What follows belongs to an exercise in optimizing a design on an open flow for small area; a production flow would make more cautious choices. In this exercise RTL edits were held to simulation tests only and were not proved equivalent to the original.

## flow/design.v (module list and top-level ports; edited modules follow where they fit)
// module math_sqrtf32: 1881 lines
module math_sqrtf32
(
	input logic 		clk,
	input logic 		rst_n,
	input logic 		sqrt_op_en,
	input logic [31:0] 	sqrt_rb,
	output logic 		sqrt_ra_en,
	output logic [31:0] sqrt_ra,
	output logic 		sqrt_lvf_flag
);
  // ...
==> flow/flow/run.sh <==
#!/bin/bash
# Own flow: the standard synthesis; then flow/gen4.py writes the same logic as a
# gate netlist (full adders and and-or carry chains mapped by hand) that keeps the
# standard synthesis's registers, names and cell types; then the standard layout.
# If the register sets do not match, the standard netlist is laid out instead.
set -uo pipefail
R=orfs/results/${FLOW_PLATFORM:-sky130hd}/math_sqrtf32/base
bash standard.sh synth > run_synth.log 2>&1 || exit 1
cp $R/1_2_yosys.v std_netlist.v
if python3 flow/gen4.py net flow/params.txt std_netlist.v gate_netlist.v > run_gen.log 2>&1; then
  cp gate_netlist.v $R/1_2_yosys.v
  rm -f $R/1_synth.odb $R/1_synth.sdc
  bash standard.sh synth > run_synth2.log 2>&1 || exit 1
fi
BUFFER_PORTS_ARGS="-buffer_cell sky130_fd_sc_hd__buf_1" bash standard.sh > run_layout.log 2>&1
==> flow/flow/params.txt <==
17,13,8,4
0,0,0,0,0,0,6,0,0,0,2,8,16,17,18,19,11,21,22,23,18,24,24,24
==> flow/standard.sh <==
#!/bin/bash
# synth_recipe.tcl (not shown) runs the flow's synth.tcl, then flattens the netlist and writes it again
# the make line also repeats each setting of config.mk as NAME=value (left out here)
make -C /OpenROAD-flow-scripts/flow DESIGN_CONFIG=/design/flow/config.mk WORK_HOME=/design/flow/orfs CLKGATE_MAP_FILE= SYNTH_SCRIPT=/design/flow/synth_recipe.tcl "${@:-finish}"
==> flow/config.mk <==
export PLATFORM = sky130hd
export DESIGN_NAME = math_sqrtf32
export DESIGN_NICKNAME = math_sqrtf32
export VERILOG_FILES = /design/flow/design.v
export SDC_FILE = /design/flow/constraint.sdc
export NUM_CORES = 4
export LEC_CHECK = 0
export ABC_AREA = 1
export CAP_MARGIN = 5
export CORE_MARGIN = 2
export CORE_UTILIZATION = 40
export CTS_BUF_LIST = sky130_fd_sc_hd__clkbuf_8
export SLEW_MARGIN = 5
export SYNTH_MEMORY_MAX_BITS = 65536
==> flow/constraint.sdc <==
create_clock -name core_clock -period 16.0 [get_ports {clk}]
set_input_delay 3.2000 -clock core_clock [delete_from_list [all_inputs] [get_ports {clk}]]
set_output_delay 3.2000 -clock core_clock [all_outputs]
set_load 0.01 [all_outputs]
Not shown: flow/flow/gen4.py
==> results.json, run 1 <==
{
  "status": "finished clean",
  "core_area_sq_um": 35700,
  "overflow": 0,
  "synthCells": 1779,
  "cp_num_cells": 42,
  "cts_resized": 1,
  "grt_pass1_vias": 10256,
  "grt_use_total": 0.145,
  "design_area_sq_um": 16800,
  "portBuffers": 67,
  "drt-pass1-iter-count": 4,
  "multi_input_area_sq_um": 11100,
  "root_buffer": "clkbuf_8",
  "cts_setup_buffers": 0,
  "cts_hold_buf": 0,
  "seq_cells": 189,
  "met1_usage": 0.168,
  "fmax_mhz": 64.9,
  "timing.final.crit_period_ns": 15.40,
  "top_usage_layer": "met2",
  "ant_nets": 0,
  "multi_input_area_share": 0.663,
  "fp.dieH_microns": 195
}
==> run 2: changes to the inputs <==
--- a/flow/config.mk
+++ b/flow/config.mk
@@ -6,9 +6,9 @@
 export NUM_CORES = 4
 export LEC_CHECK = 0
 export ABC_AREA = 1
-export CAP_MARGIN = 5
+export CAP_MARGIN = 20
 export CORE_MARGIN = 2
-export CORE_UTILIZATION = 40
+export CORE_UTILIZATION = 60
 export CTS_BUF_LIST = sky130_fd_sc_hd__clkbuf_8
-export SLEW_MARGIN = 5
+export SLEW_MARGIN = 20
 export SYNTH_MEMORY_MAX_BITS = 65536
==> run 2 against run 1 <==
Die area down 33%. Via count up 2.7%. Register-to-register slack worse by 0.03 ns. Clock skew shrank 0.0042 ns. Final area decreased by 0.86%. Global-route usage is 7.2 points higher. Sequential cell count unchanged.
==> results.json, run 2 <==
{
  "clk_pin_slew_ns": 0.11,
  "synth_area_sq_um": 14600,
  "ios": 69,
  "timing.final.crit_period_ns": 15.43,
  "final_common_cell": "xnor2_1",
  "largest_reg_flops": 24,
  "finalHoldViolCount": 0,
  "final_util": 0.691,
  "grt_pass1_vias": 10441,
  "layoutNonFillerInstCount": 2280,
  "cts_max_level": 4,
  "synthCells": 1779,
  "crit_path_end_kind": "register",
  "nets": 2036,
  "vias": 11251,
  "grt_max_degree": 24,
  "initial_core_util": 0.605,
  "core_area_sq_um": 24100,
  "overflow": 0,
  "crit_type": "register to register",
  "fp.dieH_microns": 160,
  "largest_register": "q_r5",
  "clockBufferDepth": 2,
  "slew_violations": 0,
  "reg_top3": "q_r5 (24), q_r4 (20), rm_r4 (19)",
  "cts_tree": "built",
  "area_growth_pct": 14.1,
  "drt-initial-drc-count": 250,
  "timing.clock.skew_ns": 0.0158,
  "grt_pass1_wl_microns": 45900,
  "finalHoldWorstSlack_ns": 0.334,
  "antenna_found_initial": 0,
  "startpoint_type": "register",
  "portBuffers": 67,
  "drive_above_1_share": 0.0941,
  "ant_nets": 0,
  "hp-class": "register to register",
  "drv_cap": 0,
  "die_area_sq_um": 25600,
  "worst_slew_pin_slew_ns": 0.878,
  "avgSynthCellArea_sq_um": 8.20,
  "arrival_ns": 15.85,
  "viasPerCell": 4.93,
  "grt_use_total": 0.217,
  "rows": 57,
  "fmax_mhz": 64.8,
  "final_cell_mix": "xnor2_1, nor2b_1, nor2_1, xor2_1, nand2_1",
  "drc": 0,
  "root_buffer": "clkbuf_8",
  "critPathSlowestCell": "fa_1",
  "drt-pass1-iter-count": 5,
  "diodes": 0,
  "setup_tns_ns": 0,
  "status": "finished clean",
  "synth_nets": 1872,
  "routed_wirelength_microns": 27100,
  "cts.sinks": 189,
  "clk_latency_ns": 0.47,
  "die_x_microns": 160,
  "yosys_warnings": 1,
  "place_hpwl_microns": 22100,
  "critPathMaxFanout": 14,
  "cp_slowest_stage_delay_ns": 0.43,
  "placed_cells": 2237,
  "setup_viol": 0,
  "worst_ep_required_time_ns": 16.41,
  "numCtsBuffers": 17,
  "cts_hold_buf": 0,
  "fin_crit_sh": 0.965,
  "gp_congestion": 0.844,
  "slew_headroom": 0.414,
  "routedWlPerCell_microns": 11.9,
  "cp_common_cell": "fa_1"
}
==> run 2: cell count changes in the layout (fill, tap and decap cells not counted), moves of 3 or more <==
cell / delta
xor2_1: +3
clkinv_8: +4
o21ai_1: +7
inv_8: -3
clkinv_4: -4
o21ai_2: -7
inv_6: +3
buf_4: +15
a21oi_1: +3
==> run 2: path summary, 6_finish.rpt <==
check / from / to / cells after the start / slack, ns
max: q_r1[1]$_DFF_P_ / q_r2[0]$_DFF_P_ / 43 / 0.57
min: code_r1[1]$_DFF_P_ / code_r2[1]$_DFF_P_ / 0 / 0.33
max reg2reg: q_r1[1]$_DFF_P_ / q_r2[0]$_DFF_P_ / 43 / 0.57
min reg2reg: code_r1[1]$_DFF_P_ / code_r2[1]$_DFF_P_ / 0 / 0.33
max in group asynchronous: rst_n / vld[2]$_DFF_PN0_ / 1 / 13.23
min in group asynchronous: rst_n / vld[0]$_DFF_PN0_ / 1 / 2.55
==> run 2: per-layer routing <==
metal  global-route usage  vias to the layer above  routed length, microns
li1                     -                     5949                       -
met1                0.246                     5169                   11700
met2                0.422                      111                   14500
met3               0.0361                       22                     551
met4               0.0483                        0                     314
met5                    0                        -                       0
==> run 2: what timing repair did <==
item                       4_1_cts  5_1_grt
setup endpoints to repair        0       16
gates resized for setup          0       64
buffers inserted                 0       11
==> run 2: metrics by stage <==
stage | instance area [sq um] | setup slack, ns
floorplan | 14700 | -0.0907
global placement | 15900 | 0.240
detailed placement | 15900 | 0.168
CTS | 16300 | 0.0585
global route | 16700 | -0.0772
finish | 16700 | 0.566
==> run 2: layout make-up <==
class,count,area [sq um]
Inverter,19,71.3
Fill cell,2044,7450
Sequential cell,189,3810
Multi-Input combinational cell,1571,11100
Timing Repair Buffer,145,873
Tap cell,324,405
Clock inverter,13,164
Clock buffer,19,262
==> run 2: worst max-delay path: cells and delay by family, from the launching register on <==
family	cells	cell delay, ns
adders and majority gates	33	13.24
xor gates and xnor gates	8	1.36
DFF	1	0.38
buffers and inverters	1	0.21
AOI/OAI and AO/OA	1	0.18
==> run 3: changes to the inputs <==
--- a/flow/config.mk
+++ b/flow/config.mk
@@ -8,7 +8,9 @@
 export ABC_AREA = 1
 export CAP_MARGIN = 20
 export CORE_MARGIN = 2
-export CORE_UTILIZATION = 60
+export CORE_UTILIZATION = 40
 export CTS_BUF_LIST = sky130_fd_sc_hd__clkbuf_8
+export CTS_CLUSTER_DIAMETER = 120
+export CTS_CLUSTER_SIZE = 40
 export SLEW_MARGIN = 20
 export SYNTH_MEMORY_MAX_BITS = 65536
==> run 3 against run 2 <==
Still clean on timing, DRC and antenna. First-iteration DRC count fell by 15%. Routed wire length fell by 1.9%. Fmax rose by 0.20%.
==> results.json, run 3 <==
{
  "slew_headroom": 0.387,
  "r2r_cells": 42,
  "die_area_sq_um": 38000,
  "critPathSlowestCell": "dfxtp_1",
  "cts_hold_buf": 0,
  "synth_nets": 1872,
  "worst_slew_pin_slew_ns": 0.919,
  "startpoint_type": "register",
  "drt-initial-drc-count": 213,
  "hp-class": "register to register",
  "diodes": 0,
  "timing.final.crit_period_ns": 15.40,
  "numCtsBuffers": 17,
  "viasPerCell": 4.56,
  "clockBufferDepth": 2,
  "worst_ep_required_time_ns": 16.42,
  "slew_violations": 0,
  "routedWlPerCell_microns": 11.0,
  "grt_pass1_wl_microns": 45700,
  "core_area_sq_um": 35700,
  "fp.dieH_microns": 195,
  "critPathMaxFanout": 5,
  "cp_slowest_stage_delay_ns": 0.52,
  "grt_max_degree": 24,
  "clk_latency_ns": 0.50,
  "drt-pass1-iter-count": 4,
  "nets": 2024,
  "nFillCells": 3540,
  "synth_area_sq_um": 14600,
  "finalHoldViolCount": 0,
  "root_buffer": "clkbuf_8",
  "setup_viol": 0,
  "place_hpwl_microns": 21500,
  "whs_path_depth": 0,
  "crit_path_end_kind": "register",
  "avgSynthCellArea_sq_um": 8.20,
  "final_cell_mix": "xnor2_1, nor2b_1, nor2_1, xor2_1, nand2_1",
  "final_common_cell": "xnor2_1",
  "rows": 69,
  "largest_register": "q_r5",
  "initial_core_util": 0.408,
  "area_growth_pct": 15.1,
  "cts_tree": "built",
  "cp_common_cell": "fa_1",
  "fmax_mhz": 64.9,
  "portBuffers": 67,
  "arrival_ns": 15.83,
  "overflow": 0,
  "grt_pass1_vias": 10256,
  "synthCells": 1779,
  "finalHoldWorstSlack_ns": 0.330,
  "cts.sinks": 189,
  "gp_congestion": 0.846,
  "drive_above_1_share": 0.0936,
  "status": "finished clean",
  "drc": 0,
  "antenna_found_initial": 0,
  "fin_crit_sh": 0.963,
  "reg_top3": "q_r5 (24), q_r4 (20), rm_r4 (19)",
  "die_x_microns": 195,
  "yosys_warnings": 1,
  "vias": 10958,
  "drv_cap": 0,
  "grt_use_total": 0.145,
  "timing.clock.skew_ns": 0.0200,
  "routed_wirelength_microns": 26600,
  "final_util": 0.470,
  "crit_type": "register to register",
  "ant_nets": 0,
  "cts_max_level": 4,
  "ios": 69,
  "clk_pin_slew_ns": 0.12,
  "largest_reg_flops": 24
}
## run 3: worst max-delay path: cells and delay by family (launching register included)
family                   cells  cell delay, ns
adder cells (fa/ha/maj)     33           13.21
XOR/XNOR                     8            1.40
flip-flops                   1            0.52
AO/OA/AOI/OAI                1            0.19
## run 3: path summary, 6_finish.rpt
path / start / to / slack (ns)
setup / recovery: q_r1[1]$_DFF_P_ / q_r2[0]$_DFF_P_ / 0.60
hold / removal: code_r1[7]$_DFF_P_ / code_r2[7]$_DFF_P_ / 0.33
setup reg to reg: q_r1[1]$_DFF_P_ / q_r2[0]$_DFF_P_ / 0.60
hold reg to reg: code_r1[7]$_DFF_P_ / code_r2[7]$_DFF_P_ / 0.33
max in group asynchronous: rst_n / vld[3]$_DFF_PN0_ / 13.26
min in group asynchronous: rst_n / vld[4]$_DFF_PN0_ / 2.54
## run 3: through the flow
stage                     cells  cell area, sq um  worst slack [ns]  TNS [ns]
after floorplan            1779             14700           -0.0907   -0.0907
after global routing       2405             16800            -0.117    -0.259
after global placement     2365             16100             0.249         0
after detailed placement   2365             16100           -0.0290   -0.0290
final                      2405             16800             0.596         0
after CTS                  2397             16400           0.00524         0
## run 3: cell type report
cell class / count / area [sq um] / area share
multi-input cells: 1571 / 11100 / 0.663
clock inverters: 15 / 150 / 0.00894
inverters: 19 / 71.3 / 0.00424
flip-flops and latches: 189 / 3810 / 0.227
repair buffers: 133 / 808 / 0.0481
clock buffers: 17 / 234 / 0.0139
well taps: 461 / 577 / 0.0343
## run 3: routing by layer
layer / global-route usage / vias to the layer above / wire length [microns]
met2: 0.273 / 87 / 13800
met3: 0.0297 / 16 / 719
met5: 0 / - / 0
met4: 0.0297 / 0 / 240
met1: 0.168 / 4945 / 11800
li1: - / 5910 / -
## run 3: repair_timing
action	4_1_cts	5_1_grt
setup endpoints to repair	1	17
cloned	0	0
pin swaps	0	7
resized for setup	1	76
buffers inserted	0	9
==> run 4: changes to the inputs <==
--- a/flow/config.mk
+++ b/flow/config.mk
@@ -10,7 +10,6 @@
 export CORE_MARGIN = 2
 export CORE_UTILIZATION = 40
 export CTS_BUF_LIST = sky130_fd_sc_hd__clkbuf_8
-export CTS_CLUSTER_DIAMETER = 120
-export CTS_CLUSTER_SIZE = 40
+export PLACE_DENSITY = 0.95
 export SLEW_MARGIN = 20
 export SYNTH_MEMORY_MAX_BITS = 65536
==> run 4 against run 3 <==
Synthesized cell count is the same. Die area unchanged. Largest cell class unchanged. Via count up 8.1%. Critical endpoint unchanged. Non-clock buffer count is 15 lower. Setup slack lost 0.18 ns. Sequential share of layout area grew 0.15 points. Clock skew decreased by 0.0055 ns.
==> results.json, run 4 <==
{
  "routedWlPerCell_microns": 12.8,
  "clockBufferDepth": 2,
  "clk_latency_ns": 0.48,
  "largest_reg_flops": 24,
  "cts_tree": "built",
  "timing.final.crit_period_ns": 15.59,
  "ant_nets": 0,
  "timing.clock.skew_ns": 0.0145,
  "finalHoldViolCount": 0,
  "gp_congestion": 0.877,
  "largest_register": "q_r5",
  "nets": 2009,
  "core_area_sq_um": 35700,
  "fin_crit_sh": 0.974,
  "viasPerCell": 4.96,
  "critPathMaxFanout": 14,
  "synthCells": 1779,
  "hp-class": "register to register",
  "arrival_ns": 15.99,
  "reg_top3": "q_r5 (24), q_r4 (20), rm_r4 (19)",
  "drc": 0,
  "setup_viol": 0,
  "drv_cap": 0,
  "initial_core_util": 0.408,
  "final_cell_mix": "xnor2_1, nor2b_1, nor2_1, xor2_1",
  "avgSynthCellArea_sq_um": 8.20,
  "critPathSlowestCell": "fa_1",
  "crit_type": "register to register",
  "area_growth_pct": 14.4,
  "synth_nets": 1872,
  "cts_max_level": 4,
  "clk_pin_slew_ns": 0.10,
  "crit_path_end_kind": "register",
  "grt_pass1_vias": 12054,
  "setup_tns_ns": 0,
  "fmax_mhz": 64.2,
  "grt_max_degree": 24,
  "drive_above_1_share": 0.0918,
  "worst_slew_pin_slew_ns": 0.924,
  "rows": 69,
  "diodes": 0,
  "cts_hold_buf": 0,
  "worst_ep_required_time_ns": 16.40,
  "die_x_microns": 195,
  "overflow": 0,
  "startpoint_type": "register",
  "nFillCells": 3156,
  "die_area_sq_um": 38000,
  "cp_common_cell": "fa_1",
  "place_hpwl_microns": 23400,
  "slew_headroom": 0.384,
  "final_common_cell": "xnor2_1",
  "slew_violations": 0,
  "vias": 11844,
  "drt-pass1-iter-count": 5,
  "ios": 69,
  "drt-initial-drc-count": 463,
  "portBuffers": 67,
  "numCtsBuffers": 17,
  "yosys_warnings": 1,
  "cts.sinks": 189,
  "routed_wirelength_microns": 30600,
  "grt_pass1_wl_microns": 50400,
  "status": "finished clean",
  "antenna_found_initial": 0,
  "fp.dieH_microns": 195,
  "synth_area_sq_um": 14600,
  "reg2reg_slack_ns": 0.41,
  "cp_slowest_stage_delay_ns": 0.44,
  "grt_use_total": 0.156,
  "root_buffer": "clkbuf_8"
}
## run 4: layer usage
layer | up-vias | track usage | share of wire
met5 | - | 0 | 0
met2 | 269 | 0.318 | 0.56
met1 | 5604 | 0.151 | 0.37
met3 | 91 | 0.0282 | 0.033
met4 | 0 | 0.0676 | 0.034
li1 | 5880 | - | -
## run 4: critical path: cells and delay by family (launching register included)
| family | cells | cell delay, ns |
|---|---|---|
| buffers and inverters | 2 | 0.38 |
| xor gates and xnor gates | 8 | 1.33 |
| DFF | 1 | 0.31 |
| AOI/OAI and AO/OA | 1 | 0.16 |
| adders and majority gates | 33 | 13.30 |
## run 4: repair_timing
action,CTS,global route
resized for setup,8,80
buffers inserted,8,11
pin swaps,4,7
endpoints found under the setup margin,4,19
gates cloned,0,0
hold endpoints to repair,0,0
## run 4: worst paths after layout
check,from,end,cells past startpoint
max,q_r1[0]$_DFF_P_,q_r2[0]$_DFF_P_,44
min,code_r2[0]$_DFF_P_,code_r3[0]$_DFF_P_,0
max reg2reg,q_r1[0]$_DFF_P_,q_r2[0]$_DFF_P_,44
min reg2reg,code_r2[0]$_DFF_P_,code_r3[0]$_DFF_P_,0
max in group asynchronous,rst_n,vld[3]$_DFF_PN0_,1
min in group asynchronous,rst_n,vld[0]$_DFF_PN0_,1
## run 4: through the flow
step           utilization  hold slack [ns]  cell area, sq um  worst slack [ns]  cells
6_report             0.467            0.326             16700             0.413   2390
2_1_floorplan            -            0.310             14700           -0.0907   1779
3_5_place_dp         0.442            0.312             15800            -0.673   2339
3_3_place_gp         0.442            0.314             15800             0.103   2339
5_1_grt              0.467            0.324             16700            -0.468   2390
4_1_cts              0.455            0.326             16300            0.0247   2379
## run 4: final cells by class
type	count	area, sq um	area share
Sequential cell	189	3820	0.229
Clock buffer	17	234	0.0140
Timing Repair Buffer	118	669	0.0401
Tap cell	461	577	0.0345
Multi-Input combinational cell	1571	11200	0.670
Clock inverter	15	143	0.00854
Inverter	19	71.3	0.00427
==> run 5: changes to the inputs <==
--- a/flow/config.mk
+++ b/flow/config.mk
@@ -10,6 +10,6 @@
 export CORE_MARGIN = 2
 export CORE_UTILIZATION = 40
 export CTS_BUF_LIST = sky130_fd_sc_hd__clkbuf_8
-export PLACE_DENSITY = 0.95
+export PLACE_DENSITY = 0.9
 export SLEW_MARGIN = 20
 export SYNTH_MEMORY_MAX_BITS = 65536
==> run 5 against run 4 <==
Critical endpoint unchanged. Still clean. Sequential share of layout area about the same. Routed wire length down 7.2%. First-iteration DRC count down 1.3%. Fmax up 0.31%. Die area unchanged. Highest routed layer unchanged. Critical path type unchanged. Setup slack better by 0.048 ns. Synthesized area unchanged. Sequential cell count unchanged.
==> results.json, run 5 <==
{
  "final-seq-area_sq_um": 3810,
  "cp_num_cells": 44,
  "slew_headroom": 0.417,
  "fp.dieH_microns": 195,
  "fmax_mhz": 64.4,
  "r2r_cells": 44,
  "worst_ep_required_time_ns": 16.41,
  "r2r-start": "q_r1[0]$_DFF_P_",
  "timing.rr.end": "q_r2[0]$_DFF_P_",
  "drt-pass1-iter-count": 8,
  "cts_max_level": 4,
  "diodes": 0,
  "place_hpwl_microns": 22100,
  "final_util": 0.468,
  "crit_type": "register to register",
  "grt_max_degree": 29,
  "finalHoldWorstSlack_ns": 0.332,
  "numCtsBuffers": 17,
  "root_buffer": "clkbuf_8",
  "hp-class": "register to register",
  "initial_core_util": 0.408,
  "reg_top3": "q_r5 (24), q_r4 (20), rm_r4 (19)",
  "crit_buf_inv": 2,
  "vias": 11401,
  "cts_hold_buf": 0,
  "cpLargestDelayFamily": "adder cells",
  "fin_crit_sh": 0.971,
  "portBuffers": 67,
  "ios": 69,
  "drc": 0,
  "nFillCells": 3215,
  "cp_common_cell": "fa_1",
  "gp_congestion": 0.868,
  "core_area_sq_um": 35700,
  "die_x_microns": 195,
  "grt_use_total": 0.148,
  "critPathMaxFanout": 14,
  "grt_pass1_vias": 11530,
  "setup_viol": 0,
  "routed_wirelength_microns": 28400,
  "clk_latency_ns": 0.48,
  "synth_nets": 1872,
  "crit_path_end_kind": "register",
  "crit_start": "q_r1[0]$_DFF_P_",
  "worst_slew_pin_slew_ns": 0.875,
  "critPathSlowestCell": "fa_1",
  "setup_tns_ns": 0,
  "cp-endpoint": "q_r2[0]$_DFF_P_",
  "die_area_sq_um": 38000,
  "ant_nets": 0,
  "status": "finished clean",
  "clockBufferDepth": 2,
  "final_cell_mix": "xnor2_1, nor2b_1, nor2_1, xor2_1, dfxtp_1",
  "drt-initial-drc-count": 457,
  "cts_tree": "built",
  "largest_reg_flops": 24,
  "synth_area_sq_um": 14600,
  "slew_violations": 0,
  "timing.final.crit_period_ns": 15.54,
  "startpoint_type": "register",
  "grt_pass1_wl_microns": 47800,
  "timing.clock.skew_ns": 0.0142,
  "nets": 2011,
  "drv_cap": 0,
  "largest_register": "q_r5",
  "cp_slowest_stage_delay_ns": 0.44,
  "final_common_cell": "xnor2_1",
  "viasPerCell": 4.77,
  "overflow": 0,
  "yosys_warnings": 1,
  "area_growth_pct": 14.5,
  "routedWlPerCell_microns": 11.9,
  "reg2reg_slack_ns": 0.46,
  "rows": 69,
  "drive_above_1_share": 0.0854,
  "finalHoldViolCount": 0,
  "avgSynthCellArea_sq_um": 8.20,
  "multi_input_area_sq_um": 11100,
  "clk_pin_slew_ns": 0.10,
  "arrival_ns": 15.95,
  "antenna_found_initial": 0,
  "placed_cells": 2347,
  "cts.sinks": 189,
  "layoutNonFillerInstCount": 2392,
  "synthCells": 1779
}
[run 5: cell types whose count changed in the layout (fill, tap and decap cells not counted), moves of 4 or more]
cell / previous run / this run
a21oi_1: 56 / 60
a21oi_2: 40 / 36
xor2_1: 202 / 210
xor2_2: 19 / 10
[run 5: final cells by class]
class	count	share of cell area
inverters	19	0.00427
repair buffers	120	0.0418
clock buffers	17	0.0140
well taps	461	0.0345
multi-input cells	1571	0.665
flip-flops and latches	189	0.228
clock inverters	15	0.0119
[run 5: per-stage QoR]
| stage | area, sq um | setup WS [ns] |
|---|---|---|
| 4_1_cts | 16400 | 0.00280 |
| 3_3_place_gp | 15900 | -0.0303 |
| 3_5_place_dp | 15900 | -0.574 |
| 2_1_floorplan | 14700 | -0.0907 |
| 6_report | 16700 | 0.462 |
| 5_1_grt | 16700 | -0.188 |
[run 5: what timing repair did]
action,CTS,global route
cloned,0,0
hold endpoints to repair,0,0
pin swaps,2,7
gates resized for setup,3,69
endpoints found under the setup margin,3,17
buffers inserted,4,9
[run 5: routing by layer]
layer	wire length, microns	up-vias	global-route usage
met1	11300	5295	0.149
met4	737	0	0.0571
met2	15700	171	0.299
li1	-	5877	-
met5	0	-	0
met3	704	58	0.0257
[run 5: worst min-delay path by stage]
stage / startpoint / endpoint / slack, ns / cells after the start
after floorplan: code_r1[0]$_DFF_P_ / code_r2[0]$_DFF_P_ / 0.31 / 0
after global placement: n_r1[25]$_DFF_P_ / n_r2$_DFF_P_ / 0.32 / 0
after detailed placement: code_r2[4]$_DFF_P_ / code_r3[4]$_DFF_P_ / 0.31 / 0
after CTS: code_r3[1]$_DFF_P_ / code_r4[1]$_DFF_P_ / 0.33 / 0
after global routing: code_r2[6]$_DFF_P_ / code_r3[6]$_DFF_P_ / 0.34 / 0
final: code_r3[1]$_DFF_P_ / code_r4[1]$_DFF_P_ / 0.33 / 0
==> run 6: changes to the inputs <==
--- a/flow/config.mk
+++ b/flow/config.mk
@@ -10,6 +10,6 @@
 export CORE_MARGIN = 2
 export CORE_UTILIZATION = 40
 export CTS_BUF_LIST = sky130_fd_sc_hd__clkbuf_8
-export PLACE_DENSITY = 0.9
+export PLACE_DENSITY = 0.8
 export SLEW_MARGIN = 20
 export SYNTH_MEMORY_MAX_BITS = 65536
==> run 6 against run 5 <==
Still clean on timing, DRC and antenna. Die area unchanged. Final area about the same. Via count decreased by 1.4%. Synthesized cell count is the same. Worst hold slack gained 0.0023 ns. Routed wire length decreased by 4.1%. Synthesized area unchanged. Critical path type unchanged. Largest cell class unchanged.
==> results.json, run 6 <==
{
  "nFillCells": 3286,
  "final_common_cell": "xnor2_1",
  "crit_type": "register to register",
  "portBuffers": 67,
  "setup_viol": 0,
  "critPathMaxFanout": 14,
  "status": "finished clean",
  "antenna_found_initial": 0,
  "cp_slowest_stage_delay_ns": 0.43,
  "cts_hold_buf": 0,
  "nets": 2002,
  "critPathSlowestCell": "fa_1",
  "highest_layer": "met4",
  "arrival_ns": 15.95,
  "reg_top3": "q_r5 (24), q_r4 (20), rm_r4 (19)",
  "overflow": 0,
  "grt_pass1_vias": 10891,
  "cts_max_level": 4,
  "worst_slew_pin_slew_ns": 0.887,
  "cts_tree": "built",
  "crit_path_end_kind": "register",
  "final-seq-area_sq_um": 3820,
  "worst_ep_required_time_ns": 16.40,
  "initial_core_util": 0.408,
  "die_area_sq_um": 38000,
  "wl_met1_microns": 11200,
  "placed_cells": 2340,
  "largest_register": "q_r5",
  "final_cell_mix": "xnor2_1, nor2b_1, nor2_1, xor2_1, nand2_1",
  "drt-initial-drc-count": 385,
  "grt_use_total": 0.141,
  "place_hpwl_microns": 21500,
  "multi_input_area_sq_um": 11200,
  "slew_headroom": 0.409,
  "drive_above_1_share": 0.0900,
  "rows": 69,
  "route.met2.wl_microns": 14800,
  "drt-pass1-iter-count": 6,
  "slew_violations": 0,
  "vias": 11242,
  "viasPerCell": 4.72,
  "fmax_mhz": 64.3,
  "grt_pass1_wl_microns": 45400,
  "timing.clock.skew_ns": 0.0289,
  "synthCells": 1779,
  "avgSynthCellArea_sq_um": 8.20,
  "numCtsBuffers": 17,
  "finalHoldViolCount": 0,
  "setup_tns_ns": 0,
  "layoutNonFillerInstCount": 2383,
  "final_util": 0.467,
  "die_x_microns": 195,
  "ant_nets": 0,
  "synth_area_sq_um": 14600,
  "gp_congestion": 0.827,
  "core_area_sq_um": 35700,
  "ios": 69,
  "drc": 0,
  "grt_max_degree": 24,
  "timing.final.crit_period_ns": 15.55,
  "drv_cap": 0,
  "diodes": 0,
  "hp-class": "register to register",
  "area_growth_pct": 14.4,
  "clockBufferDepth": 2,
  "wl_met3_microns": 664,
  "synth_nets": 1872,
  "cp_common_cell": "fa_1",
  "routedWlPerCell_microns": 11.4,
  "cts.sinks": 189,
  "largest_reg_flops": 24,
  "fp.dieH_microns": 195,
  "yosys_warnings": 1,
  "routed_wirelength_microns": 27200,
  "fin_crit_sh": 0.972,
  "root_buffer": "clkbuf_8",
  "startpoint_type": "register",
  "clk_pin_slew_ns": 0.11,
  "clk_latency_ns": 0.49
}
-- run 6: critical path: cells and delay by family (launching register included) --
kind	cells	cell delay [ns]
AND/OR/NAND/NOR	2	0.28
AO/OA/AOI/OAI	1	0.21
adder cells (fa/ha/maj)	33	13.25
flip-flops	1	0.38
buffers and inverters	1	0.20
XOR/XNOR	7	1.16
-- run 6: per-stage QoR --
stage / hold slack (ns) / cell area, sq um / setup slack [ns]
2_1_floorplan: 0.310 / 14700 / -0.0907
3_3_place_gp: 0.318 / 15800 / 0.328
3_5_place_dp: 0.312 / 15800 / -0.0687
4_1_cts: 0.330 / 16300 / 0.0119
5_1_grt: 0.335 / 16700 / -0.199
6_report: 0.334 / 16700 / 0.452
-- run 6: cell type report --
type                    instances  share of cell area
clock inverters                14              0.0105
clock buffers                  18              0.0148
repair buffers                111              0.0375
inverters                      19             0.00427
multi-input cells            1571               0.670
flip-flops and latches        189               0.229
well taps                     461              0.0345
-- run 6: what timing repair did --
item                                    4_1_cts  5_1_grt
pin swaps                                     0        8
setup buffers                                 0       11
cloned                                        0        0
endpoints found under the hold margin         0        0
endpoints found under the setup margin        2       18
gates resized for setup                       4       83
-- run 6: final timing paths --
path | cells after the start | startpoint | slack [ns] | to
max | 44 | n_r1[32]$_DFF_P_ | 0.45 | q_r2[0]$_DFF_P_
min | 0 | code_r3[4]$_DFF_P_ | 0.33 | code_r4[4]$_DFF_P_
max reg2reg | 44 | n_r1[32]$_DFF_P_ | 0.45 | q_r2[0]$_DFF_P_
min reg2reg | 0 | code_r3[4]$_DFF_P_ | 0.33 | code_r4[4]$_DFF_P_
max in group asynchronous | 1 | rst_n | 13.27 | vld[3]$_DFF_PN0_
min in group asynchronous | 1 | rst_n | 2.54 | vld[0]$_DFF_PN0_
-- run 6: routing by layer --
metal	track usage	vias to the layer above
met4	0.0444	0
li1	-	5857
met2	0.282	153
met1	0.149	5189
met3	0.0244	43
met5	0	-
==> run 7: changes to the inputs <==
--- a/flow/config.mk
+++ b/flow/config.mk
@@ -10,6 +10,5 @@
 export CORE_MARGIN = 2
 export CORE_UTILIZATION = 40
 export CTS_BUF_LIST = sky130_fd_sc_hd__clkbuf_8
-export PLACE_DENSITY = 0.8
 export SLEW_MARGIN = 20
 export SYNTH_MEMORY_MAX_BITS = 65536
==> run 7 against run 6 <==
Still clean on timing, DRC and antenna. Setup slack better by 0.14 ns. Count of clock-buffer cells in the layout is 1 lower. Global-route usage is 0.34 points higher. Final area is 0.61% higher. Core utilization is 0.29 points higher. Largest cell class unchanged. Highest routed layer unchanged.
==> results.json, run 7 <==
{
  "status": "finished clean",
  "cts_tree": "built",
  "viasPerCell": 4.56,
  "worst_ep_required_time_ns": 16.42,
  "cts.sinks": 189,
  "ant_nets": 0,
  "place_hpwl_microns": 21500,
  "drt-initial-drc-count": 213,
  "slew_headroom": 0.387,
  "die_x_microns": 195,
  "crit_type": "register to register",
  "synthCells": 1779,
  "ios": 69,
  "drt-pass1-iter-count": 4,
  "core_area_sq_um": 35700,
  "grt_pass1_vias": 10256,
  "hp-class": "register to register",
  "startpoint_type": "register",
  "grt_use_total": 0.145,
  "overflow": 0,
  "finalHoldViolCount": 0,
  "critPathSlowestCell": "dfxtp_1",
  "grt_max_degree": 24,
  "arrival_ns": 15.83,
  "nets": 2024,
  "initial_core_util": 0.408,
  "area_growth_pct": 15.1,
  "reg_top3": "q_r5 (24), q_r4 (20), rm_r4 (19)",
  "setup_viol": 0,
  "gp_congestion": 0.846,
  "fp.dieH_microns": 195,
  "cts_max_level": 4,
  "synth_area_sq_um": 14600,
  "routed_wirelength_microns": 26600,
  "avgSynthCellArea_sq_um": 8.20,
  "fmax_mhz": 64.9,
  "antenna_found_initial": 0,
  "largest_reg_flops": 24,
  "drv_cap": 0,
  "clockBufferDepth": 2,
  "numCtsBuffers": 17,
  "slew_violations": 0,
  "yosys_warnings": 1,
  "drive_above_1_share": 0.0936,
  "worst_slew_pin_slew_ns": 0.919,
  "fin_crit_sh": 0.963,
  "cts_hold_buf": 0,
  "cp_slowest_stage_delay_ns": 0.52,
  "rows": 69,
  "final_cell_mix": "xnor2_1, nor2b_1, nor2_1, xor2_1, nand2_1",
  "timing.clock.skew_ns": 0.0200,
  "finalHoldWorstSlack_ns": 0.330,
  "largest_register": "q_r5",
  "die_area_sq_um": 38000,
  "portBuffers": 67,
  "drc": 0,
  "root_buffer": "clkbuf_8",
  "clk_latency_ns": 0.50,
  "grt_pass1_wl_microns": 45700,
  "diodes": 0,
  "nFillCells": 3540,
  "synth_nets": 1872,
  "clk_pin_slew_ns": 0.12,
  "final_common_cell": "xnor2_1",
  "crit_path_end_kind": "register",
  "routedWlPerCell_microns": 11.0,
  "cp_common_cell": "fa_1",
  "timing.final.crit_period_ns": 15.40,
  "critPathMaxFanout": 5,
  "vias": 10958
}
## run 7: cell count changes in the layout (fill, tap and decap cells not counted), moves of 3 or more
cell,before,now
buf_4,40,59
a21oi_2,44,35
a21oi_1,52,60
o21ai_1,78,74
o21ai_2,21,25
buf_6,0,3
clkinv_4,1,4
inv_6,5,2
inv_8,2,5
xor2_1,206,209
xor2_2,14,11
## run 7: metal layers
| metal | track usage | routed length (microns) |
|---|---|---|
| met4 | 0.0297 | 240 |
| met2 | 0.273 | 13800 |
| met5 | 0 | 0 |
| met1 | 0.168 | 11800 |
| met3 | 0.0297 | 719 |
## run 7: layout make-up
| cell class | count | area (sq um) | area share |
|---|---|---|---|
| inverters | 19 | 71.3 | 0.00424 |
| flip-flops and latches | 189 | 3810 | 0.227 |
| clock buffers | 17 | 234 | 0.0139 |
| repair buffers | 133 | 808 | 0.0481 |
| multi-input cells | 1571 | 11100 | 0.663 |
| well taps | 461 | 577 | 0.0343 |
| clock inverters | 15 | 150 | 0.00894 |
## run 7: critical path, delay by kind of cell, from the launching register on
kind	cells	cell delay (ns)
adder cells (fa/ha/maj)	33	13.21
XOR/XNOR	8	1.40
flip-flops	1	0.52
AO/OA/AOI/OAI	1	0.19
## run 7: timing repair
| action | in CTS | in global routing |
|---|---|---|
| setup endpoints to repair | 1 | 17 |
| resized for setup | 1 | 76 |
| setup buffers | 0 | 9 |
| pin swaps | 0 | 7 |
| cloned | 0 | 0 |
## run 7: stage by stage
step	setup TNS (ns)	setup slack (ns)	area (sq um)	utilization	cells
floorplan	-0.0907	-0.0907	14700	-	1779
global placement	0	0.249	16100	0.449	2365
detailed placement	-0.0290	-0.0290	16100	0.449	2365
CTS	0	0.00524	16400	0.460	2397
global route	-0.259	-0.117	16800	0.470	2405
finish	0	0.596	16800	0.470	2405
## run 7: worst paths after layout
| kind | slack, ns | depth (start not counted) | from | endpoint |
|---|---|---|---|---|
| max in group asynchronous | 13.26 | 1 | rst_n | vld[3]$_DFF_PN0_ |
| setup reg to reg | 0.60 | 42 | q_r1[1]$_DFF_P_ | q_r2[0]$_DFF_P_ |
| hold / removal | 0.33 | 0 | code_r1[7]$_DFF_P_ | code_r2[7]$_DFF_P_ |
| hold reg to reg | 0.33 | 0 | code_r1[7]$_DFF_P_ | code_r2[7]$_DFF_P_ |
| min in group asynchronous | 2.54 | 1 | rst_n | vld[4]$_DFF_PN0_ |
| setup / recovery | 0.60 | 42 | q_r1[1]$_DFF_P_ | q_r2[0]$_DFF_P_ |
==> run 8: changes to the inputs <==
--- a/flow/config.mk
+++ b/flow/config.mk
@@ -9,6 +9,8 @@
 export CAP_MARGIN = 20
 export CORE_MARGIN = 2
 export CORE_UTILIZATION = 40
-export CTS_BUF_LIST = sky130_fd_sc_hd__clkbuf_8
+export CTS_BUF_LIST = sky130_fd_sc_hd__clkbuf_16
+export CTS_CLUSTER_DIAMETER = 150
+export CTS_CLUSTER_SIZE = 50
 export SLEW_MARGIN = 20
 export SYNTH_MEMORY_MAX_BITS = 65536
==> run 8 against run 7 <==
Count of clock-buffer cells in the layout unchanged. Final area grew 1.2%. First-iteration DRC count grew 30%. Setup slack worse by 0.020 ns. Sequential cell count is the same. Routed wire length barely moved. Highest routed layer unchanged. Still clean. Synthesized cell count unchanged. Core utilization increased by 0.57 points. Synthesized area unchanged.
==> results.json, run 8 <==
{
  "fin_crit_sh": 0.964,
  "drt-pass1-iter-count": 4,
  "nFillCells": 3509,
  "routedWlPerCell_microns": 11.0,
  "timing.final.crit_period_ns": 15.42,
  "place_hpwl_microns": 21500,
  "grt_pass1_wl_microns": 45700,
  "dp_slack_ns": -0.0290,
  "die_x_microns": 195,
  "overflow": 0,
  "final_cell_mix": "xnor2_1, nor2b_1, nor2_1, xor2_1, nand2_1",
  "clk_latency_ns": 0.44,
  "drt-initial-drc-count": 276,
  "cts.sinks": 189,
  "fp.dieH_microns": 195,
  "crit_buf_inv": 0,
  "antenna_found_initial": 0,
  "finalHoldWorstSlack_ns": 0.327,
  "cp_num_cells": 42,
  "numCtsBuffers": 17,
  "synth_area_sq_um": 14600,
  "critPathMaxFanout": 5,
  "layoutNonFillerInstCount": 2406,
  "area_growth_pct": 16.5,
  "reg_top3": "q_r5 (24), q_r4 (20), rm_r4 (19)",
  "hp-class": "register to register",
  "crit_path_end_kind": "register",
  "r2r-start": "q_r1[1]$_DFF_P_",
  "synthCells": 1779,
  "slew_headroom": 0.364,
  "rows": 69,
  "nets": 2025,
  "worst_slew_pin_slew_ns": 0.954,
  "synth_nets": 1872,
  "gp_congestion": 0.846,
  "diodes": 0,
  "fmax_mhz": 64.8,
  "largest_reg_flops": 24,
  "slew_violations": 0,
  "crit_type": "register to register",
  "grt_use_total": 0.145,
  "cts_tree": "built",
  "cpLargestDelayFamily": "adder cells",
  "drc": 0,
  "timing.clock.skew_ns": 0.0101,
  "grt_max_degree": 24,
  "status": "finished clean",
  "cp_slowest_stage_delay_ns": 0.51,
  "initial_core_util": 0.408,
  "final_util": 0.476,
  "reg2reg_slack_ns": 0.58,
  "ant_nets": 0,
  "root_buffer": "clkbuf_16",
  "hp-start": "code_r1[7]$_DFF_P_",
  "routed_wirelength_microns": 26500,
  "largest_register": "q_r5",
  "crit_start": "q_r1[1]$_DFF_P_",
  "startpoint_type": "register",
  "cp-endpoint": "q_r2[0]$_DFF_P_",
  "vias": 10958,
  "portBuffers": 67,
  "multi_input_area_sq_um": 11100,
  "avgSynthCellArea_sq_um": 8.20,
  "timing.rr.end": "q_r2[0]$_DFF_P_",
  "worst_slack_ns": 0.576,
  "final-seq-area_sq_um": 3810,
  "worst_ep_required_time_ns": 16.36,
  "viasPerCell": 4.55,
  "critPathSlowestCell": "dfxtp_1",
  "arrival_ns": 15.79,
  "r2r_cells": 42,
  "yosys_warnings": 1,
  "rsz0062_at_grt": "true",
  "placed_cells": 2365,
  "setup_tns_ns": 0,
  "cp_common_cell": "fa_1",
  "cts_hold_buf": 0,
  "die_area_sq_um": 38000,
  "setup_viol": 0,
  "drv_cap": 0,
  "clockBufferDepth": 2,
  "cts_max_level": 4,
  "ios": 69,
  "core_area_sq_um": 35700,
  "final_common_cell": "xnor2_1",
  "drive_above_1_share": 0.0946,
  "finalHoldViolCount": 0,
  "clk_pin_slew_ns": 0.08,
  "grt_pass1_vias": 10245
}
[run 8: cell types whose count changed in the layout (fill, tap and decap cells not counted)]
cell | before | now
buf_4 | 59 | 60
a21oi_2 | 35 | 36
clkbuf_8 | 17 | 0
a21oi_1 | 60 | 59
clkbuf_16 | 0 | 17
[run 8: repair_timing]
| item | CTS | global route |
|---|---|---|
| resized for setup | 2 | 76 |
| pin swaps | 0 | 7 |
| hold endpoints to repair | 0 | 0 |
| endpoints found under the setup margin | 1 | 17 |
| setup buffers | 0 | 9 |
[run 8: how the worst min path moves through the flow]
stage,endpoint,slack [ns],depth (start not counted)
3_3_place_gp,code_r3[4]$_DFF_P_,0.31,0
3_5_place_dp,code_r2[3]$_DFF_P_,0.31,0
5_1_grt,code_r4[5]$_DFF_P_,0.33,0
6_report,code_r2[7]$_DFF_P_,0.33,0
4_1_cts,code_r2[7]$_DFF_P_,0.33,0
2_1_floorplan,code_r2[0]$_DFF_P_,0.31,0
[run 8: per-layer routing]
| metal | vias to the layer above | track usage | wire, microns |
|---|---|---|---|
| met1 | 4926 | 0.168 | 11900 |
| met5 | - | 0 | 0 |
| li1 | 5915 | - | - |
| met3 | 17 | 0.0271 | 633 |
| met4 | 0 | 0.0317 | 289 |
| met2 | 100 | 0.273 | 13700 |
[run 8: worst reg2reg max path, delay by kind of cell (launching register included)]
family | cells | cell delay [ns]
flops | 1 | 0.51
compound gates | 1 | 0.19
xor+xnor | 8 | 1.41
fa+ha+maj | 33 | 13.23
[run 8: through the flow]
stage | cell area (sq um)
after floorplan | 14700
after detailed placement | 16100
after global routing | 17000
after CTS | 16600
final | 17000
after global placement | 16100
[run 8: final cells by class]
cell class              instances  area share
inverters                      19     0.00419
multi-input cells            1571       0.656
flip-flops and latches        189       0.224
well taps                     461      0.0339
clock buffers                  17      0.0250
clock inverters                15     0.00883
repair buffers                134      0.0480
==> run 9: changes to the inputs <==
--- a/flow/config.mk
+++ b/flow/config.mk
@@ -9,8 +9,8 @@
 export CAP_MARGIN = 20
 export CORE_MARGIN = 2
 export CORE_UTILIZATION = 40
-export CTS_BUF_LIST = sky130_fd_sc_hd__clkbuf_16
-export CTS_CLUSTER_DIAMETER = 150
-export CTS_CLUSTER_SIZE = 50
+export CTS_BUF_LIST = sky130_fd_sc_hd__clkbuf_8
+export GPL_ROUTABILITY_DRIVEN = 0
+export PLACE_DENSITY = 0.85
 export SLEW_MARGIN = 20
 export SYNTH_MEMORY_MAX_BITS = 65536
==> run 9 against run 8 <==
Non-clock buffer count fell by 21. Cell count shrank 0.87%. Count of clock-buffer cells in the layout grew 1. Critical path depth up 2. Still clean. Synthesized area did not move. Final area down 1.9%. Worst hold slack better by 0.0063 ns.
==> results.json, run 9 <==
{
  "status": "finished clean",
  "initial_core_util": 0.408,
  "slew_violations": 0,
  "setup_viol": 0,
  "clk_pin_slew_ns": 0.11,
  "worst_ep_required_time_ns": 16.41,
  "portBuffers": 67,
  "synth_nets": 1872,
  "whs_endpoint": "code_r4[4]$_DFF_P_",
  "cp_common_cell": "fa_1",
  "yosys_warnings": 1,
  "place_hpwl_microns": 21900,
  "hp-class": "register to register",
  "grt_max_degree": 24,
  "largest_reg_flops": 24,
  "timing.rr.end": "q_r2[0]$_DFF_P_",
  "placed_area_sq_um": 15800,
  "worst_slack_ns": 0.489,
  "design_area_sq_um": 16700,
  "arrival_ns": 15.92,
  "diodes": 0,
  "clk_latency_ns": 0.48,
  "cts_tree": "built",
  "timing.clock.skew_ns": 0.0183,
  "cts_max_level": 4,
  "timing.final.crit_period_ns": 15.51,
  "numCtsBuffers": 17,
  "layoutNonFillerInstCount": 2385,
  "startpoint_type": "register",
  "final_common_cell": "xnor2_1",
  "drt-pass1-iter-count": 5,
  "crit_type": "register to register",
  "dp_slack_ns": -0.0622,
  "drive_above_1_share": 0.0904,
  "placed_cells": 2337,
  "grt_pass1_vias": 11151,
  "critPathMaxFanout": 14,
  "grt_pass1_wl_microns": 46100,
  "cts.sinks": 189,
  "hp-start": "code_r3[4]$_DFF_P_",
  "root_buffer": "clkbuf_8",
  "r2r_cells": 44,
  "whs_path_depth": 0,
  "fin_crit_sh": 0.969,
  "avgSynthCellArea_sq_um": 8.20,
  "final_cell_mix": "xnor2_1, nor2b_1, nor2_1, xor2_1, nand2_1",
  "rows": 69,
  "ant_nets": 0,
  "overflow": 0,
  "die_area_sq_um": 38000,
  "vias": 11429,
  "viasPerCell": 4.79,
  "slew_headroom": 0.378,
  "largest_register": "q_r5",
  "critPathSlowestCell": "fa_1",
  "clockBufferDepth": 2,
  "area_growth_pct": 14.3,
  "cp_slowest_stage_delay_ns": 0.43,
  "antenna_found_initial": 0,
  "setup_tns_ns": 0,
  "reg2reg_slack_ns": 0.49,
  "finalHoldWorstSlack_ns": 0.334,
  "crit_path_end_kind": "register",
  "drv_cap": 0,
  "r2r-start": "n_r1[32]$_DFF_P_",
  "fmax_mhz": 64.5,
  "routedWlPerCell_microns": 11.7,
  "fp.dieH_microns": 195,
  "drc": 0,
  "drt-initial-drc-count": 354,
  "core_area_sq_um": 35700,
  "die_x_microns": 195,
  "worst_slew_pin_slew_ns": 0.933,
  "synthCells": 1779,
  "reg_top3": "q_r5 (24), q_r4 (20), rm_r4 (19)",
  "ios": 69,
  "rsz0062_at_grt": "true",
  "routed_wirelength_microns": 28000,
  "final_util": 0.467,
  "synth_area_sq_um": 14600,
  "grt_use_total": 0.144,
  "finalHoldViolCount": 0,
  "nets": 2004
}
-- run 9: worst max-delay path by stage --
stage	startpoint	endpoint	slack, ns	cells past startpoint
final	n_r1[32]$_DFF_P_	q_r2[0]$_DFF_P_	0.49	44
after global routing	q_r2[1]$_DFF_P_	q_r3[0]$_DFF_P_	-0.21	75
after CTS	q_r4[1]$_DFF_P_	q_r5[0]$_DFF_P_	0.001	90
after detailed placement	q_r4[1]$_DFF_P_	q_r5[0]$_DFF_P_	-0.06	88
after global placement	n_r1[32]$_DFF_P_	q_r2[0]$_DFF_P_	0.44	44
after floorplan	q_r4[0]$_DFF_P_	q_r5[0]$_DFF_P_	-0.09	90
-- run 9: routing by layer --
metal / track usage / part of all wire
met3: 0.0261 / 0.023
met5: 0 / 0
met2: 0.285 / 0.54
met4: 0.0625 / 0.036
met1: 0.145 / 0.40
-- run 9: what timing repair did --
action | CTS | global route
pin swaps | 1 | 7
setup buffers | 0 | 16
hold buffers | 0 | 0
endpoints found under the setup margin | 3 | 18
resized for setup | 5 | 82
-- run 9: final cells by class --
class | count | area (sq um)
Sequential cell | 189 | 3820
Fill cell | 3256 | 19100
Tap cell | 461 | 577
Clock buffer | 18 | 248
Timing Repair Buffer | 113 | 646
Inverter | 19 | 71.3
Multi-Input combinational cell | 1571 | 11200
Clock inverter | 14 | 153
-- run 9: critical path: cells and delay by family, from the launching register on --
family	cells	cell delay, ns
fa+ha+maj	33	13.23
xor+xnor	7	1.14
flops	1	0.39
simple gates	2	0.26
buf+inv	1	0.20
compound gates	1	0.19
==> run 10: changes to the inputs <==
--- a/flow/config.mk
+++ b/flow/config.mk
@@ -10,7 +10,6 @@
 export CORE_MARGIN = 2
 export CORE_UTILIZATION = 40
 export CTS_BUF_LIST = sky130_fd_sc_hd__clkbuf_8
-export GPL_ROUTABILITY_DRIVEN = 0
 export PLACE_DENSITY = 0.85
 export SLEW_MARGIN = 20
 export SYNTH_MEMORY_MAX_BITS = 65536
==> run 10 against run 9 <==
Routed wire length is the same. Synthesized area is the same. Setup slack is the same. Final area is the same. Sequential cell count is the same. Critical endpoint unchanged. Still clean. Count of clock-buffer cells in the layout is the same. Clock skew is the same. Fmax is the same. Core utilization is the same. Global-route usage is the same.
==> results.json, run 10 <==
{
  "status": "finished clean",
  "placed_area_sq_um": 15800,
  "setup_viol": 0,
  "final_cell_mix": "xnor2_1, nor2b_1, nor2_1, xor2_1, nand2_1",
  "cts.sinks": 189,
  "cp_slowest_stage_delay_ns": 0.43,
  "drc": 0,
  "design_area_sq_um": 16700,
  "diodes": 0,
  "routed_wirelength_microns": 28000,
  "fmax_mhz": 64.5,
  "synthCells": 1779,
  "final_common_cell": "xnor2_1",
  "crit_type": "register to register",
  "place_hpwl_microns": 21900,
  "slew_violations": 0,
  "synth_nets": 1872,
  "cts_tree": "built",
  "nFillCells": 3256,
  "cts_hold_buf": 0,
  "drt-initial-drc-count": 354,
  "clk_pin_slew_ns": 0.11,
  "ios": 69,
  "worst_slew_pin_slew_ns": 0.933,
  "slew_headroom": 0.378,
  "grt_pass1_vias": 11151,
  "worst_ep_required_time_ns": 16.41,
  "yosys_warnings": 1,
  "largest_register": "q_r5",
  "critPathSlowestCell": "fa_1",
  "routedWlPerCell_microns": 11.7,
  "drt-pass1-iter-count": 5,
  "finalHoldViolCount": 0,
  "rows": 69,
  "cp_common_cell": "fa_1",
  "fp.dieH_microns": 195,
  "timing.clock.skew_ns": 0.0183,
  "drive_above_1_share": 0.0904,
  "numCtsBuffers": 17,
  "timing.final.crit_period_ns": 15.51,
  "grt_pass1_wl_microns": 46100,
  "die_x_microns": 195,
  "grt_max_degree": 24,
  "fin_crit_sh": 0.969,
  "avgSynthCellArea_sq_um": 8.20,
  "core_area_sq_um": 35700,
  "final-seq-area_sq_um": 3820,
  "overflow": 0,
  "rsz0062_at_grt": "true",
  "finalHoldWorstSlack_ns": 0.334,
  "vias": 11429,
  "root_buffer": "clkbuf_8",
  "nets": 2004,
  "worst_slack_ns": 0.489,
  "grt_use_total": 0.144,
  "dp_slack_ns": -0.0622,
  "startpoint_type": "register",
  "synth_area_sq_um": 14600,
  "viasPerCell": 4.79,
  "clockBufferDepth": 2,
  "portBuffers": 67,
  "initial_core_util": 0.408,
  "clk_latency_ns": 0.48,
  "crit_path_end_kind": "register",
  "drv_cap": 0,
  "critPathMaxFanout": 14,
  "reg_top3": "q_r5 (24), q_r4 (20), rm_r4 (19)",
  "hp-class": "register to register",
  "ant_nets": 0,
  "multi_input_area_sq_um": 11200,
  "gp_congestion": 0.870,
  "largest_reg_flops": 24,
  "area_growth_pct": 14.3,
  "cts_max_level": 4,
  "die_area_sq_um": 38000,
  "antenna_found_initial": 0,
  "arrival_ns": 15.92
}
[run 10: layer usage]
metal  GRT usage  vias to the layer above  wire, microns
li1            -                     5857              -
met1       0.145                     5341          11100
met2       0.285                      167          15200
met3      0.0261                       64            647
met4      0.0625                        0            999
met5           0                        -              0
[run 10: critical path: cells and delay by family (launching register included)]
kind,cells,cell delay (ns)
xor+xnor,7,1.14
fa+ha+maj,33,13.23
flops,1,0.39
buf+inv,1,0.20
compound gates,1,0.19
simple gates,2,0.26
[run 10: what timing repair did]
item	CTS	global route
setup buffers	0	16
resized for setup	5	82
endpoints found under the setup margin	3	18
pin swaps	1	7
[run 10: final timing paths]
kind	start	to	slack (ns)	cells after the start
setup / recovery	n_r1[32]$_DFF_P_	q_r2[0]$_DFF_P_	0.49	44
hold / removal	code_r3[4]$_DFF_P_	code_r4[4]$_DFF_P_	0.33	0
setup reg to reg	n_r1[32]$_DFF_P_	q_r2[0]$_DFF_P_	0.49	44
hold reg to reg	code_r3[4]$_DFF_P_	code_r4[4]$_DFF_P_	0.33	0
max in group asynchronous	rst_n	vld[1]$_DFF_PN0_	13.27	1
min in group asynchronous	rst_n	vld[0]$_DFF_PN0_	2.54	1
[run 10: final cells by class]
class,instances,share of cell area
Multi-Input combinational cell,1571,0.670
Tap cell,461,0.0346
Clock buffer,18,0.0148
Timing Repair Buffer,113,0.0387
Clock inverter,14,0.00915
Sequential cell,189,0.229
Inverter,19,0.00427
[run 10: metrics by stage]
stage                     utilization  TNS (ns)  std cells
after floorplan                     -   -0.0907       1779
after global placement          0.443         0       2337
after detailed placement        0.443   -0.0692       2337
after CTS                       0.455         0       2369
after global routing            0.467    -0.536       2385
final                           0.467         0       2385
==> run 11: changes to the inputs <==
--- a/flow/flow/gen4.py
+++ b/flow/flow/gen4.py
@@ -433,7 +433,7 @@
 
 # ---------------------------------------------------------------- netlist
 class Net:
-    def __init__(self, ir):
+    def __init__(self, ir, hint=None):
         self.ir = ir
         self.cells = []   # (type, name, {pin: net})
         self.real = {}    # node -> (net, p): net carries node ^ p
@@ -455,6 +455,8 @@
             if k == "fac":
                 self.need_c.add(ir.args[n])
         self.tie = None
+        self.votes = {}
+        self.hint = hint or {}
 
     def new(self):
         self.nid += 1
@@ -476,8 +478,16 @@
         n, i = s
         if n == 0:
             return self.const(i), 0
+        if pref is not None:
+            v = self.votes.setdefault(n, [0, 0])
+            v[pref ^ i] += 1
         if n not in self.real:
-            self.realize(n, (pref ^ i) if pref is not None else 0)
+            if pref is not None:
+                want = pref ^ i
+            else:
+                h = self.hint.get(n)
+                want = 0 if h is None or h[0] >= h[1] else 1
+            self.realize(n, want)
         net, p = self.real[n]
         return net, p ^ i
 
@@ -626,16 +636,20 @@
         if ("dfrtp" in typ) != f["reset"]:
             print("register kind differs for", qn)
             return False
-    nt = Net(ir)
-    # outputs first so that they may take the driving net's name
-    outnets = {}
-    for o, s in ir.outs.items():
-        if s[0] == 0:
-            outnets[o] = ("const", s[1])
-        else:
-            outnets[o] = nt.exact(s)
-    for f in ir.flops:
-        f["dnet"] = nt.exact(f["d"])
+    hint = None
+    for rnd in range(3):
+        nt = Net(ir, hint)
+        # outputs first so that they may take the driving net's name
+        outnets = {}
+        for o, s in ir.outs.items():
+            if s[0] == 0:
+                outnets[o] = ("const", s[1])
+            else:
+                outnets[o] = nt.exact(s)
+        for f in ir.flops:
+            f["dnet"] = nt.exact(f["d"])
+        print("round %d: %d cells" % (rnd, len(nt.cells)))
+        hint = nt.votes
     # rename: a net that drives an output port takes the port's name
     ren = {}
     taken = set()
==> run 11 against run 10 <==
Still clean on timing, DRC and antenna. Via count decreased by 0.65%. Sequential cell count unchanged. Critical path depth unchanged. Synthesized area about the same.
==> results.json, run 11 <==
{
  "design_area_sq_um": 16700,
  "slew_headroom": 0.366,
  "cp_common_cell": "fa_1",
  "area_growth_pct": 14.6,
  "synthCells": 1779,
  "largest_reg_flops": 24,
  "viasPerCell": 4.75,
  "drt-pass1-iter-count": 5,
  "antenna_found_initial": 0,
  "routedWlPerCell_microns": 11.7,
  "drc": 0,
  "vias": 11355,
  "overflow": 0,
  "drv_cap": 0,
  "ant_nets": 0,
  "finalHoldViolCount": 0,
  "avgSynthCellArea_sq_um": 8.20,
  "reg_top3": "q_r5 (24), q_r4 (20), rm_r4 (19)",
  "initial_core_util": 0.408,
  "layoutNonFillerInstCount": 2390,
  "root_buffer": "clkbuf_8",
  "placed_cells": 2342,
  "worst_slew_pin_slew_ns": 0.951,
  "grt_pass1_vias": 11218,
  "clk_latency_ns": 0.48,
  "routed_wirelength_microns": 27900,
  "clk_pin_slew_ns": 0.10,
  "die_x_microns": 195,
  "synth_area_sq_um": 14600,
  "cts_max_level": 4,
  "yosys_warnings": 1,
  "timing.final.crit_period_ns": 15.54,
  "final_common_cell": "xnor2_1",
  "cts_tree": "built",
  "synth_nets": 1872,
  "nets": 2009,
  "drt-initial-drc-count": 330,
  "startpoint_type": "register",
  "clockBufferDepth": 2,
  "final_cell_mix": "xnor2_1, nor2b_1, nor2_1, xor2_1, nand2_1",
  "cp_slowest_stage_delay_ns": 0.43,
  "placed_area_sq_um": 15800,
  "reg2reg_slack_ns": 0.46,
  "grt_max_degree": 24,
  "cts.sinks": 189,
  "crit_type": "register to register",
  "fmax_mhz": 64.4,
  "hp-class": "register to register",
  "setup_viol": 0,
  "crit_path_end_kind": "register",
  "ios": 69,
  "slew_violations": 0,
  "diodes": 0,
  "drive_above_1_share": 0.101,
  "numCtsBuffers": 17,
  "gp_congestion": 0.847,
  "portBuffers": 67,
  "status": "finished clean",
  "die_area_sq_um": 38000,
  "arrival_ns": 15.95,
  "grt_use_total": 0.146,
  "critPathMaxFanout": 14,
  "critPathSlowestCell": "fa_1",
  "largest_register": "q_r5",
  "fp.dieH_microns": 195,
  "grt_pass1_wl_microns": 47100,
  "place_hpwl_microns": 21800,
  "core_area_sq_um": 35700,
  "worst_ep_required_time_ns": 16.41,
  "rows": 69,
  "fin_crit_sh": 0.971,
  "timing.clock.skew_ns": 0.0131,
  "setup_tns_ns": 0
}
[run 11: cell count changes in the layout (fill, tap and decap cells not counted), moves of 3 or more]
cell and delta:
buf_12 -3, fa_1 -3, fa_2 +3, a21oi_1 -9, clkinv_4 -4, inv_6 +4, a21oi_2 +9, buf_4 +7
[run 11: cell type report]
cell class,instances,area (sq um)
sequential,189,3820
clock buffer,17,234
timing repair buffer,118,649
multi-input combinational,1571,11200
tap,461,577
inverter,19,71.3
clock inverter,15,171
fill,3255,19000
[run 11: stage by stage]
step / hold slack [ns] / setup WS, ns / utilization
after floorplan: 0.310 / -0.0907 / -
after global placement: 0.314 / 0.384 / 0.443
after detailed placement: 0.313 / -0.239 / 0.443
after CTS: 0.332 / 0.00595 / 0.456
after global routing: 0.338 / -0.208 / 0.468
final: 0.335 / 0.464 / 0.468
[run 11: what timing repair did]
action	CTS	global route
buffers inserted	6	10
gates cloned	0	0
hold endpoints to repair	0	0
pin swaps	2	11
hold buffers	0	0
endpoints found under the setup margin	2	20
gates resized for setup	4	98
[run 11: path summary, 6_finish.rpt]
| path | startpoint | to | depth (start not counted) |
|---|---|---|---|
| max | q_r1[1]$_DFF_P_ | q_r2[0]$_DFF_P_ | 44 |
| min | code_r3[4]$_DFF_P_ | code_r4[4]$_DFF_P_ | 0 |
| max reg2reg | q_r1[1]$_DFF_P_ | q_r2[0]$_DFF_P_ | 44 |
| min reg2reg | code_r3[4]$_DFF_P_ | code_r4[4]$_DFF_P_ | 0 |
| max in group asynchronous | rst_n | vld[1]$_DFF_PN0_ | 1 |
| min in group asynchronous | rst_n | vld[0]$_DFF_PN0_ | 1 |
[run 11: critical path: cells and delay by family, from the launching register on]
family	cells	cell delay [ns]
buf+inv	2	0.41
compound gates	1	0.17
flops	1	0.38
fa+ha+maj	33	13.16
xor+xnor	8	1.28
[run 11: layer usage]
| layer | wire length [microns] | track usage |
|---|---|---|
| met2 | 15100 | 0.289 |
| met3 | 781 | 0.0268 |
| met5 | 0 | 0 |
| met1 | 11200 | 0.150 |
| met4 | 754 | 0.0588 |

separate check: timing with driven ports:
In the flow no input, the clock included, has a driving cell. The finished layouts below were timed again as built, in two steps. Step 1, drivers: a clkbuf_16 drives clk and a buf_2 each remaining input, both assumed. Step 2, shift: input delay + t, output delay - t, t = (earliest + latest rising clock arrival at the registers) / 2. This alone moves slack from input paths to output paths. a / b / c = no drivers / after step 1 / after step 2; a / b = the first two.
| run | shift t [ns] | setup WS [ns] | pins driven straight from the clock port |
|---|---|---|---|
| run 1 | 0.531 | 0.596 / 0.596 / 0.596 | 1 |
| run 2 | 0.506 | 0.566 / 0.566 / 0.564 | 1 |
| run 3 | 0.531 | 0.596 / 0.596 / 0.596 | 1 |
| run 4 | 0.512 | 0.413 / 0.413 / 0.405 | 1 |
| run 5 | 0.518 | 0.462 / 0.462 / 0.462 | 1 |
| run 6 | 0.520 | 0.452 / 0.452 / 0.452 | 1 |
| run 7 | 0.531 | 0.596 / 0.596 / 0.596 | 1 |
| run 8 | 0.489 | 0.576 / 0.576 / 0.576 | 1 |
| run 9 | 0.518 | 0.489 / 0.489 / 0.489 | 1 |
| run 10 | 0.518 | 0.489 / 0.489 / 0.489 | 1 |
| run 11 | 0.520 | 0.464 / 0.464 / 0.464 | 1 |
After both steps setup and hold are still met in every run listed. The setup slack of run 4, which loses most, moves by 0.000 ns with the drivers and by -0.008 ns with both steps.
